Context: an optimization exercise on an open-source flow, tuned for small area and a short achievable clock period. The choices shown serve that exercise and are no tape-out recipe.
RTL that was checked went through simulation tests only; none was proved equivalent to the original.
Only the layout flow was run in run 1; the RTL was not checked for function there.
Power and IR drop assume default switching activity.

==> flow/design.v, too long to show whole: its modules and the start of the top module <==
// module regfile: 25 lines
// module exec: 17 lines
// module mulpipe: 1530 lines
// module fa: 6 lines
// module ha: 6 lines
// module pipelined_4stage: 76 lines
module pipelined_4stage(clk, rst, imem_addr, imem_data, aluout);
  // ...
==> flow/flow/run.sh <==
#!/bin/bash
set -euo pipefail
export SETUP_SLACK_MARGIN=${MARGIN:-6.5}
bash standard.sh finish > flow_make.log 2>&1
==> flow/standard.sh <==
#!/bin/bash
# synth_recipe.tcl (not shown) runs the flow's synth.tcl, then flattens the netlist and writes it again
# the make line also repeats each setting of config.mk as NAME=value (left out here)
make -C /OpenROAD-flow-scripts/flow DESIGN_CONFIG=/design/flow/config.mk WORK_HOME=/design/flow/orfs CLKGATE_MAP_FILE= SYNTH_SCRIPT=/design/flow/synth_recipe.tcl "${@:-finish}"
==> flow/config.mk <==
export PLATFORM = sky130hd
export DESIGN_NAME = pipelined_4stage
export DESIGN_NICKNAME = pipelined_4stage
export VERILOG_FILES = /design/flow/design.v
export SDC_FILE = /design/flow/constraint.sdc
export NUM_CORES = 4
export LEC_CHECK = 0
export CAP_MARGIN = 20
export CORE_MARGIN = 2
export CORE_UTILIZATION = 40
export SLEW_MARGIN = 20
export SYNTH_HIERARCHICAL = 1
==> flow/constraint.sdc <==
create_clock -name core_clock -period 10.0 [get_ports {clk}]
set_input_delay 2.0000 -clock core_clock [delete_from_list [all_inputs] [get_ports {clk}]]
set_output_delay 2.0000 -clock core_clock [all_outputs]
set_load 0.01 [all_outputs]
==> reports/qor.yml, run 1 <==
outcome: "timing/DRC/antenna clean"
p_per_area_nw_per_um2: 223.0
cts_tree: "done"
avgSynthCellArea_um2: 13.14
synth-async-reset-ratio: 0
clock_sinks: 1332
p_seq_mw: 6.92
drt_iter0_drc: 8725
synth_seq_cells: 1332
timing.final.max_slew_violations: 0
dpl.cell_count: 7493
multi_input_cells: 3568
hp-class: "register to register"
swShare: 0.3482
worst_slack_ns: 5.719
grt_pass1_wl_um: 389600
met2_usage: 0.4649
top_layer: "met5"
synth_ff_type: "edfxtp_1"
setup_viol: 0
cpLargestDelayFamily: "simple AND/OR/NAND/NOR gates"
grt_pass1_vias: 52650
multi_input_area_um2: 34530
clock_latency_ns: 0.83
largest_cell_class: "flip-flops and latches"
synth_mux_area_frac: 0.01258
drt-met1-wl_um: 102100
buf_share: 0.08741
final_util: 0.5022
ir_worst_vdd_mv: 0.3554
drt-vias-per-instance: 6.632
ant_nets: 0
syn_to_final_growth_pct: 24.93
cp_common_cell: "buf_6"
crit_buf_inv: 5
regMostFlops: "RF.R.r"
fp-row-count: 153
yosysTopAreaCell: "edfxtp_1"
busiest_layer: "met2"
synth_top_area_frac: 0.4410
clock_area_frac: 0.05467
arrival_ns: 5.00
==> module pipelined_4stage, before the edit <==
module pipelined_4stage(clk, rst, imem_addr, imem_data, aluout);
  input         clk;
  input         rst;
  output [4:0]  imem_addr;
  input  [31:0] imem_data;
  output [31:0] aluout;
  reg rst_q, rst_qq;
  always @(posedge clk) begin
    rst_q  <= rst;
    rst_qq <= rst_q;
  end
  wire kill = rst | rst_q | rst_qq;
  reg [4:0] pc;
  always @(posedge clk)
    if (rst) pc <= 5'd0;
    else     pc <= pc + 5'd1;
  assign imem_addr = pc;
  reg  [31:0] wb_res;
  reg  [4:0]  wb_wa;
  reg  [4:0]  ex_wa;
  wire       f_addi = (imem_data[31:26] == 6'b000110);
  wire [4:0] f_rs   = imem_data[25:21];
  wire [4:0] f_rt   = imem_data[20:16];
  wire [4:0] f_wa   = f_addi ? f_rt : imem_data[15:11];
  wire [31:0] f_imm = {{16{imem_data[15]}}, imem_data[15:0]};
  wire f_fa1 = (f_rs == wb_wa);
  wire f_fb1 = (f_rt == wb_wa) & ~f_addi;
  wire [4:0] f_wa2 = kill ? 5'd0 : ex_wa;
  wire f_fa2 = (f_rs == f_wa2);
  wire f_fb2 = (f_rt == f_wa2) & ~f_addi;
  reg [31:0] f_s1, f_s2;
  integer k;
  always @(*)
    for (k = 0; k < 32; k = k + 1) begin
      f_s1[k] = (f_rs == k) & (wb_wa != k);
      f_s2[k] = (f_rt == k) & (wb_wa != k) & ~f_addi;
    end
  wire [31:0] rf_a, rf_b;
  regfile RF (.clk(clk), .rst(rst), .waddr(wb_wa), .wdata(wb_res),
              .sel1(f_s1), .sel2(f_s2), .rdata1(rf_a), .rdata2(rf_b));
  wire [31:0] f_a = rf_a | ({32{f_fa1}} & wb_res);
  wire [31:0] f_b = rf_b | ({32{f_fb1}} & wb_res) | ({32{f_addi}} & f_imm);
  reg [31:0] id_a, id_b;
  reg        id_fa, id_fb;
  reg [2:0]  id_op;
  reg [4:0]  id_wa;
  always @(posedge clk) begin
    id_a  <= f_a;
    id_b  <= f_b;
    id_fa <= f_fa2;
    id_fb <= f_fb2;
    id_op <= imem_data[28:26];
    id_wa <= f_wa;
  end
  wire [31:0] d_a = id_fa ? wb_res : id_a;
  wire [31:0] d_b = id_fb ? wb_res : id_b;
  reg [31:0] ex_a, ex_b;
  reg [2:0]  ex_op;
  always @(posedge clk) begin
    ex_a  <= d_a;
    ex_b  <= d_b;
    ex_op <= id_op;
    ex_wa <= id_wa;
  end
  wire [31:0] prod;
  mulpipe M (.clk(clk), .a(d_a), .b(d_b), .p(prod));
  wire [31:0] x_res;
  exec EX (.a(ex_a), .b(ex_b), .op(ex_op), .prod(prod), .y(x_res));
  always @(posedge clk)
    if (kill) begin
      wb_res <= 32'd0; wb_wa <= 5'd0;
    end else begin
      wb_res <= x_res; wb_wa <= ex_wa;
    end
  assign aluout = wb_res;
endmodule
==> run 2: changes to the inputs <==
--- a/flow/design.v
+++ b/flow/design.v
@@ -24,19 +24,19 @@
   assign rdata2 = t2[32];
 endmodule
-module exec (a, b, op, prod, y);
-  input  [31:0] a, b, prod;
+module alu_simple (a, b, op, y);
+  input  [31:0] a, b;
   input  [2:0]  op;
   output reg [31:0] y;
-  wire        sub  = (op == 3'd1);
-  wire [31:0] sum  = a + (sub ? ~b : b) + {31'd0, sub};
-  wire        le   = (a <= b);
+  wire        sub = (op == 3'd1) | (op == 3'd4);
+  wire [32:0] sum = {1'b0, a} + {1'b0, sub ? ~b : b} + {32'd0, sub};
+  wire [31:0] x   = a ^ b;
+  wire        le  = ~sum[32] | (x == 32'd0);
   always @(*)
     case (op)
-      3'd0, 3'd1, 3'd6: y = sum;
-      3'd2: y = a & b;
-      3'd3: y = a ^ b;
-      3'd4: y = {31'd0, le};
-      3'd5: y = prod;
-      default: y = 32'd0;
+      3'd2:    y = a & b;
+      3'd3:    y = x;
+      3'd4:    y = {31'd0, le};
+      3'd7:    y = 32'd0;
+      default: y = sum[31:0];
     endcase
 endmodule
@@ -1639,16 +1639,16 @@
   wire [31:0] d_a = id_fa ? wb_res : id_a;
   wire [31:0] d_b = id_fb ? wb_res : id_b;
-  reg [31:0] ex_a, ex_b;
-  reg [2:0]  ex_op;
+  wire [31:0] d_alu;
+  alu_simple AL (.a(d_a), .b(d_b), .op(id_op), .y(d_alu));
+  reg [31:0] ex_alu;
+  reg        ex_mul;
   always @(posedge clk) begin
-    ex_a  <= d_a;
-    ex_b  <= d_b;
-    ex_op <= id_op;
-    ex_wa <= id_wa;
+    ex_alu <= d_alu;
+    ex_mul <= (id_op == 3'd5);
+    ex_wa  <= id_wa;
   end
   wire [31:0] prod;
   mulpipe M (.clk(clk), .a(d_a), .b(d_b), .p(prod));
-  wire [31:0] x_res;
-  exec EX (.a(ex_a), .b(ex_b), .op(ex_op), .prod(prod), .y(x_res));
+  wire [31:0] x_res = ex_mul ? prod : ex_alu;
   always @(posedge clk)
     if (kill) begin
==> flow/flow/run.sh (replaced) <==
#!/bin/bash
set -euo pipefail
export SETUP_SLACK_MARGIN=6.0
bash standard.sh finish > flow_make.log 2>&1
--- a/flow/config.mk
+++ b/flow/config.mk
@@ -8,5 +8,6 @@
 export CAP_MARGIN = 20
 export CORE_MARGIN = 2
-export CORE_UTILIZATION = 40
+export CORE_UTILIZATION = 55
 export SLEW_MARGIN = 20
 export SYNTH_HIERARCHICAL = 1
+export TNS_END_PERCENT = 0
==> run 2 against run 1 <==
- highest routed layer unchanged
- utilization grew 13 points
- critical path type unchanged
- still clean
- sequential power shrank 0.7%
- sequential cell count shrank 34
- register-to-register slack is essentially flat
- critical path depth shrank 4
==> reports/qor.yml, run 2 <==
drt_iter0_drc: 7611  # was 8725
initial_core_util: 0.5538  # was 0.4020
grt_pass1_wl_um: 382100  # was 389600 µm
setup_viol: 0  # unchanged
outcome: "timing/DRC/antenna clean"  # unchanged
synth_edf_count: 1024  # unchanged
drt-vias-per-instance: 7.427  # was 6.632
top_regs: "RF.R.r: 1024 flops, M.q: 118 flops"  # unchanged
route.met2.wl_um: 119400  # was 129600 µm
drt-met1-wl_um: 96710  # was 102100 µm
io_pins: 71  # unchanged
dpl_worst_slack_ns: 3.939  # was 4.274 ns
total_power_mw: 18.58  # was 19.42 mW
fin_area_um2: 77850  # was 87100 µm²
clock_sinks: 1298  # was 1332
dieHeight_um: 356.6  # was 421.5 µm
endpoint_kind: "register"  # unchanged
worst_slack_ns: 5.636  # was 5.719 ns
cp_max_fo: 24  # was 7
min_period_ns: 4.365  # was 4.281 ns
drcViolationCount: 0  # unchanged
netlist_area_um2: 68380  # was 69720 µm²
multi_input_area_um2: 31680  # was 34530 µm²
die-width_um: 356.6  # was 421.5 µm
holdBufCountCts: 0  # unchanged
clock_skew_ns: 0.04935  # was 0.05201 ns
synth_seq_cells: 1298  # was 1332
timing.final.max_slew_violations: 0  # unchanged
syn_to_final_growth_pct: 13.85  # was 24.93%
dp_hpwl_um: 167800  # was 160500 µm
path_class: "primary input to register"  # unchanged
drive_gt1_frac: 0.1374  # was 0.2732
syn-num-nets: 5723  # was 5910
grt_overflow_total: 0  # unchanged
gp_congestion: 1.081  # was 0.9204
regArea_um2: 36250  # was 37020 µm²
seq_area_frac_synth: 0.5299  # was 0.5295
final_common_cell: "edfxtp_1"  # unchanged
nFillCells: 9268  # was 14.63k
fp-row-count: 129  # was 153
regMostFlops: "RF.R.r"  # unchanged
wl_per_cell_um: 39.37  # was 36.24 µm
synth.most_common_cell: "a22oi_1"  # unchanged
htreeDepth: 4  # unchanged
grt_usage: 0.4325  # was 0.3063
clk_path_buf_depth: 3  # unchanged
yosys_warnings: 10  # unchanged
yosysTopAreaCell: "edfxtp_1"  # unchanged
largest_reg_flops: 1024  # unchanged
layout_common_cells: "edfxtp_1, a22oi_1, and2_1"  # unchanged
synth_cells: 5158  # was 5307
worst_setup_path_start_kind: "primary input"  # unchanged
cts-root-buf: "clkbuf_16"  # unchanged
yosys.area_share.simple: 0.1156  # was 0.1152
clk_pin_slew_worst_paths_ns: 0.06  # about the same
synth_fa_ha_area_frac: 0.1420  # was 0.1460
portBuffers: 70  # unchanged
drv_cap: 0  # unchanged
cts_tree: "done"  # unchanged
nets: 5809  # was 6352
leakagePower_nw: 29.53  # was 32.51 nW
clock_latency_ns: 0.81  # was 0.83 ns
rsz0062_at_grt: "yes"  # unchanged
synth_mux_area_frac: 0.02073  # was 0.01258
wl_um: 275600  # was 297700 µm
min_period_over_period: 0.4364  # was 0.4281
synth_ff_type: "edfxtp_1"  # unchanged
coreArea_um2: 123500  # was 173400 µm²
fin_setup_tns_ns: 0  # unchanged
cts_made_buffers: 142  # was 146
holdWs_ns: 0.3267  # was 0.3271 ns
antenna_found_initial: 15  # was 24
drtPass1Iterations: 7  # was 9
p_per_area_nw_per_um2: 238.7  # was 223.0 nW/µm²
grt_pass1_vias: 51170  # was 52.65k
avgSynthCellArea_um2: 13.26  # was 13.14 µm²
vias: 51990  # was 54.49k
die_area_um2: 127200  # was 177700 µm²
slew_headroom: 0.2346  # was 0.3825
finalHoldViolCount: 0  # unchanged
ys_top_cells_by_area: "edfxtp_1, fa_1, a22oi_1"  # unchanged
ant_nets: 0  # unchanged
ys_top_cells_by_count: "a22oi_1, edfxtp_1, and2_1"  # unchanged
synth_top_area_frac: 0.4497  # was 0.4410
synth.distinct_cells: 97  # was 96
wl_met3_um: 38400  # was 41760 µm
arrival_ns: 5.06  # was 5.00 ns
grt_max_degree: 63  # was 59
required_ns: 10.69  # was 10.72 ns
synth_top_family_by_area: "compound AO/OA/AOI/OAI gates"  # unchanged
fmax_mhz: 229.1  # was 233.6 MHz
synthXorXnorAreaFrac: 0.02009  # was 0.02048
synth-async-reset-ratio: 0  # unchanged
place_area_um2: 71480  # was 73880 µm²
worstMarginPinSlew_ns: 1.139  # was 0.9262 ns
synth_compound_area_frac: 0.1479  # was 0.1500
top_layer: "met5"  # unchanged
ir_worst_vdd_mv: 0.2775  # was 0.3554 mV
hp-class: "register to register"  # unchanged
[run 2: cell count changes after synthesis, moves of 13 or more]
cell and delta:
mux2i_1 +54, ha_1 -38, inv_1 -38, a21oi_1 -34, and2_1 -34, dfxtp_1 -34, xnor2_1 -32, o21ai_0 -28
xor2_1 +24, nand2_1 -17, o22ai_1 +13
[run 2: worst paths after layout]
kind                 startpoint    endpoint  slack [ns]  depth (start not counted)
hold / removal         id_wa[2]    ex_wa[2]        0.33                          0
setup / recovery  imem_data[20]     id_b[0]        5.64                          8
hold reg to reg        id_wa[2]    ex_wa[2]        0.33                          0
setup reg to reg        M.q[66]  wb_res[31]        5.80                         15
[run 2: layer usage]
layer / GRT usage / up-vias
met4: 0.2633 / 12
met2: 0.6468 / 4482
met3: 0.1458 / 1233
li1: - / 20240
met5: 0 / -
met1: 0.5456 / 26030
[run 2: per-stage QoR]
step,cells,util
5_1_grt,6995,0.6304
3_3_place_gp,6665,0.5784
4_1_cts,6988,0.6274
3_5_place_dp,6667,0.5789
2_1_floorplan,5158,-
6_report,7000,0.6305
[run 2: critical path, cell delays in order]
cell and delay, ns:
dlygate4sd2_1 0.64, or3_1 0.53, nor3_4 0.20, buf_6 0.29, a22oi_1 0.22, nand4_1 0.23
or4_1 0.61, a221o_1 0.28
[run 2: timing repair]
| item | in CTS | in global routing |
|---|---|---|
| setup endpoints to repair | 181 | 125 |
| resized for setup | 110 | 68 |
| setup buffers | 53 | 7 |
| pin swaps | 21 | 27 |
| gates cloned | 10 | 0 |
[run 2: cells by family (layout without fill, tap and decap cells)]
logic type | count (synthesis) | after routing
flip-flops | 1298 | 1298
multiplexers | 133 | 133
adder cells (fa/ha/maj) | 531 | 531
AND/OR/NAND/NOR | 1322 | 1322
buffers and inverters | 376 | 576
AO/OA/AOI/OAI | 1342 | 1342
other | 0 | 5
XOR/XNOR | 156 | 156
[run 2: power breakdown]
group | switching (mW) | leakage (nW) | total [mW] | internal [mW]
Sequential | 0.375 | 12.9 | 6.87 | 6.49
Clock | 2.27 | 2.32 | 5.36 | 3.09
Combinational | 3.90 | 14.3 | 6.35 | 2.45
[run 2: layout make-up]
| class | instances | area share |
|---|---|---|
| antenna | 5 | 0.0001607 |
| clock buffer | 189 | 0.05121 |
| clock inverter | 69 | 0.01006 |
| inverter | 21 | 0.001013 |
| multi-input combinational | 3484 | 0.4069 |
| sequential | 1298 | 0.4657 |
| tap | 1637 | 0.02631 |
| timing repair buffer | 297 | 0.03864 |
[run 2: per-module statistics from Yosys, one instance, submodules excluded]
module | cells | area [µm²]
pipelined_4stage | 601 | 6280
regfile | 2687 | 42210
ha | 1 | 12.51
mulpipe | 986 | 8046
fa | 1 | 20.02
alu_simple | 449 | 3351
==> run 3: changes to the inputs <==
==> flow/flow/run.sh (replaced) <==
#!/bin/bash
set -euo pipefail
export SETUP_SLACK_MARGIN=${MARGIN:-6.5}
bash standard.sh finish > flow_make.log 2>&1
--- a/flow/config.mk
+++ b/flow/config.mk
@@ -8,6 +8,5 @@
 export CAP_MARGIN = 20
 export CORE_MARGIN = 2
-export CORE_UTILIZATION = 55
+export CORE_UTILIZATION = 40
 export SLEW_MARGIN = 20
 export SYNTH_HIERARCHICAL = 1
-export TNS_END_PERCENT = 0
==> run 3 against run 2 <==
- largest power group is now combinational cells
- hold slack is essentially flat
- register-to-register slack gained 0.16 ns
- critical endpoint is now id_b[5]
- first-iteration DRC count grew 10%
- count of clock-buffer cells in the layout shrank 6
==> reports/qor.yml, run 3 <==
outcome: "timing/DRC/antenna clean"  # unchanged
p_per_area_nw_per_um2: 233.9  # was 238.7 nW/µm²
grt_pass1_wl_um: 396300  # was 382100 µm
grt_usage: 0.3229  # was 0.4325
drive_gt1_frac: 0.2841  # was 0.1374
timing.final.max_slew_violations: 0  # unchanged
largest_reg_flops: 1024  # unchanged
clk_path_buf_depth: 3  # unchanged
holdBufCountCts: 0  # unchanged
htreeDepth: 4  # unchanged
synth-async-reset-ratio: 0  # unchanged
worstMarginPinSlew_ns: 1.027  # was 1.139 ns
cts_made_buffers: 139  # was 142
crit_slowest_cell: "or4_1"  # was dlygate4sd2_1
finalHoldViolCount: 0  # unchanged
timing.rr.start: "id_fb"  # was M.q[66]
fp-row-count: 151  # was 129
drtPass1Iterations: 8  # was 7
antenna_found_initial: 26  # was 15
ir_worst_vdd_mv: 0.3096  # was 0.2775 mV
r2r_cells: 13  # was 15
min_period_ns: 4.186  # was 4.365 ns
yosys_warnings: 10  # unchanged
arrival_ns: 4.85  # was 5.06 ns
ant_nets: 0  # unchanged
hp-class: "register to register"  # unchanged
required_ns: 10.67  # was 10.69 ns
io_pins: 71  # unchanged
drt_iter0_drc: 8379  # was 7611
path_class: "primary input to register"  # unchanged
grt_overflow_total: 0  # unchanged
avgSynthCellArea_um2: 13.26  # unchanged
worst_setup_path_start_kind: "primary input"  # unchanged
leakagePower_nw: 31.72  # was 29.53 nW
dieHeight_um: 417.5  # was 356.6 µm
cts-root-buf: "clkbuf_16"  # unchanged
synth_ff_type: "edfxtp_1"  # unchanged
portBuffers: 70  # unchanged
cp_max_fo: 32  # was 24
layout_common_cells: "edfxtp_1, a22oi_1, and2_1"  # unchanged
cts_tree: "done"  # unchanged
drcViolationCount: 0  # unchanged
rsz0062_at_grt: "yes"  # unchanged
grt_max_degree: 48  # was 63
gp_congestion: 0.9279  # was 1.081
netlist_area_um2: 68380  # unchanged
min_delay_worst_endpoint: "ex_wa[3]"  # was ex_wa[2]
cp_common_cell: "buf_12"
grt_pass1_vias: 52050  # was 51.17k
synth_seq_cells: 1298  # unchanged
ys_top_cells_by_count: "a22oi_1, edfxtp_1, and2_1"  # unchanged
drt-vias-per-instance: 6.842  # was 7.427
worstHoldStart: "id_wa[3]"  # was id_wa[2]
die_area_um2: 174300  # was 127200 µm²
drv_cap: 0  # unchanged
syn-num-nets: 5723  # unchanged
clock_skew_ns: 0.04881  # was 0.04935 ns
vias: 54270  # was 51.99k
instances_no_fill: 7932  # was 7000
dp_hpwl_um: 153500  # was 167800 µm
wl_um: 300100  # was 275600 µm
regMostFlops: "RF.R.r"  # unchanged
die-width_um: 417.5  # was 356.6 µm
crit_path_max_incr_delay_ns: 0.64  # about the same
syn_to_final_growth_pct: 25.10  # was 13.85%
seq_area_frac_synth: 0.5299  # unchanged
synth_cells: 5158  # unchanged
crit_buf_inv: 4  # was 2
clock_sinks: 1298  # unchanged
yosysTopAreaCell: "edfxtp_1"  # unchanged
clk_pin_slew_worst_paths_ns: 0.06  # about the same
endpoint_kind: "register"  # unchanged
synth.distinct_cells: 97  # unchanged
synth_top_area_frac: 0.4497  # unchanged
r2r-end: "M.q[116]"  # was wb_res[31]
clock_latency_ns: 0.80  # was 0.81 ns
setup_viol: 0  # unchanged
ff2ff_setup_slack_ns: 5.96  # was 5.80 ns
ys_top_cells_by_area: "edfxtp_1, fa_1, a22oi_1"  # unchanged
fmax_mhz: 238.9  # was 229.1 MHz
synth_edf_count: 1024  # unchanged
final_common_cell: "edfxtp_1"  # unchanged
top_regs: "RF.R.r: 1024 flops, M.q: 118 flops"  # unchanged
min_period_over_period: 0.4186  # was 0.4364
fin_setup_tns_ns: 0  # unchanged
synth.most_common_cell: "a22oi_1"  # unchanged
wl_per_cell_um: 37.84  # was 39.37 µm
nets: 6144  # was 5809
dpl.cell_count: 7237  # was 6667
cpLargestDelayFamily: "simple AND/OR/NAND/NOR gates"  # unchanged
initial_core_util: 0.4030  # was 0.5538
crit_chain: "buf_6 -> nand4bb_4 -> nor3_4 -> buf_12 -> or3b_4 -> buf_4 -> nor3_2 -> buf_12 -> a22oi_2 -> nand4_1 -> or4_1 -> a221o_1"  # was dlygate4sd2_1 -> or3_1 -> nor3_4 -> buf_6 -> a22oi_1 -> nand4_1 -> or4_1 -> a221o_1
slew_headroom: 0.3130  # was 0.2346
worstHoldPathCells: 0  # unchanged
coreArea_um2: 169700  # was 123500 µm²
[run 3: cell counts after synthesis]
Identical to the previous run, type by type.
[run 3: report_power, final]
group | leakage [nW] | internal (mW) | switching [mW]
logic | 16.6 | 3.44 | 4.50
registers | 12.9 | 6.49 | 0.389
clock network | 2.20 | 2.93 | 2.26
total | 31.7 | 12.9 | 7.15
[run 3: cell families after synthesis]
| kind of cell | share of synthesized area |
|---|---|
| compound gates | 0.1479 |
| simple gates | 0.1156 |
| flops | 0.5299 |
| fa+ha+maj | 0.1420 |
| buf+inv | 0.02388 |
| xor+xnor | 0.02009 |
| mux | 0.02073 |
[run 3: repair_timing]
item,CTS,global route
gates cloned,50,31
setup buffers,186,152
pin swaps,159,291
endpoints found under the setup margin,243,302
gates resized for setup,727,493
[run 3: worst max path at each step]
stage	start	end	cells after the start
4_1_cts	id_fa	M.q[116]	15
2_1_floorplan	imem_data[29]	id_b[10]	9
3_5_place_dp	imem_data[26]	id_b[5]	11
3_3_place_gp	imem_data[26]	id_b[14]	11
6_report	imem_data[26]	id_b[5]	12
5_1_grt	imem_data[26]	id_b[5]	12
[run 3: stage by stage]
step           utilization  instance area (µm²)  power, mW  worst slack (ns)  hold WS [ns]
6_report            0.5042                85540      20.01             5.814        0.3266
5_1_grt             0.5039                85490      20.70             5.831        0.3349
4_1_cts             0.4819                81760      18.92             5.969        0.3285
3_5_place_dp        0.4261                72290      12.87             4.110        0.3174
3_3_place_gp        0.4260                72270      12.81             4.191        0.3105
2_1_floorplan            -                68940      10.82             5.753        0.3096
[run 3: layout make-up]
type	instances	area, µm²
fill	14150	84120
multi-input combinational	3509	34520
inverter	21	78.83
antenna	23	57.56
clock inverter	70	694.4
timing repair buffer	610	7246
tap	2218	2775
clock buffer	183	3826
sequential	1298	36350
[run 3: per-module statistics from Yosys (local to each module, per instance)]
module | copies in the design | flops+latches | area [µm²] | cells inside
regfile | 1 | 1024 | 42210 | 2687
pipelined_4stage | 1 | 156 | 6280 | 601
ha | 29 | 0 | 12.51 | 1
fa | 406 | 0 | 20.02 | 1
alu_simple | 1 | 0 | 3351 | 449
mulpipe | 1 | 118 | 8046 | 986
[run 3: per-layer routing]
metal | GRT usage | vias up | wire length [µm]
met2 | 0.4815 | 4642 | 129100
met3 | 0.1084 | 1298 | 42270
met4 | 0.2232 | 14 | 26400
met5 | 0 | - | 81
li1 | - | 20990 | -
met1 | 0.3954 | 27330 | 102300

==> port drivers added, routing unchanged <==
How much do the figures lean on ideal ports? The routed layouts below were timed once more, with nothing changed but the port constraints.
Step 1 sets driving cells, clkbuf_16 on the clock port and buf_2 on the other inputs (assumed; they add their load-dependent delay and slew).
Step 2 moves the port delays by t, midway between the first and last clock arrival at a register: inputs arrive t later, outputs are due t later. That takes back most of the time a late clock gives input paths.
Slacks: ideal / step 1 / step 2; pairs: ideal / step 1.
run	t, ns	setup WS [ns]	hold slack, ns	slew at the worst register clock pin (ns)	worst data-port slew with drivers (ns)
run 1	0.891	5.719 / 5.769 / 4.879	0.327 / 0.327 / 0.327	0.07 / 0.07	0.20
run 2	0.860	5.636 / 5.670 / 4.810	0.327 / 0.327 / 0.327	0.07 / 0.07	0.09
run 3	0.865	5.814 / 5.872 / 5.006	0.327 / 0.327 / 0.327	0.07 / 0.07	0.19
After both steps setup and hold are still met in every run listed. For run 1, which loses most, drivers alone change the setup slack by +0.050 ns; drivers and shift together by -0.840 ns.
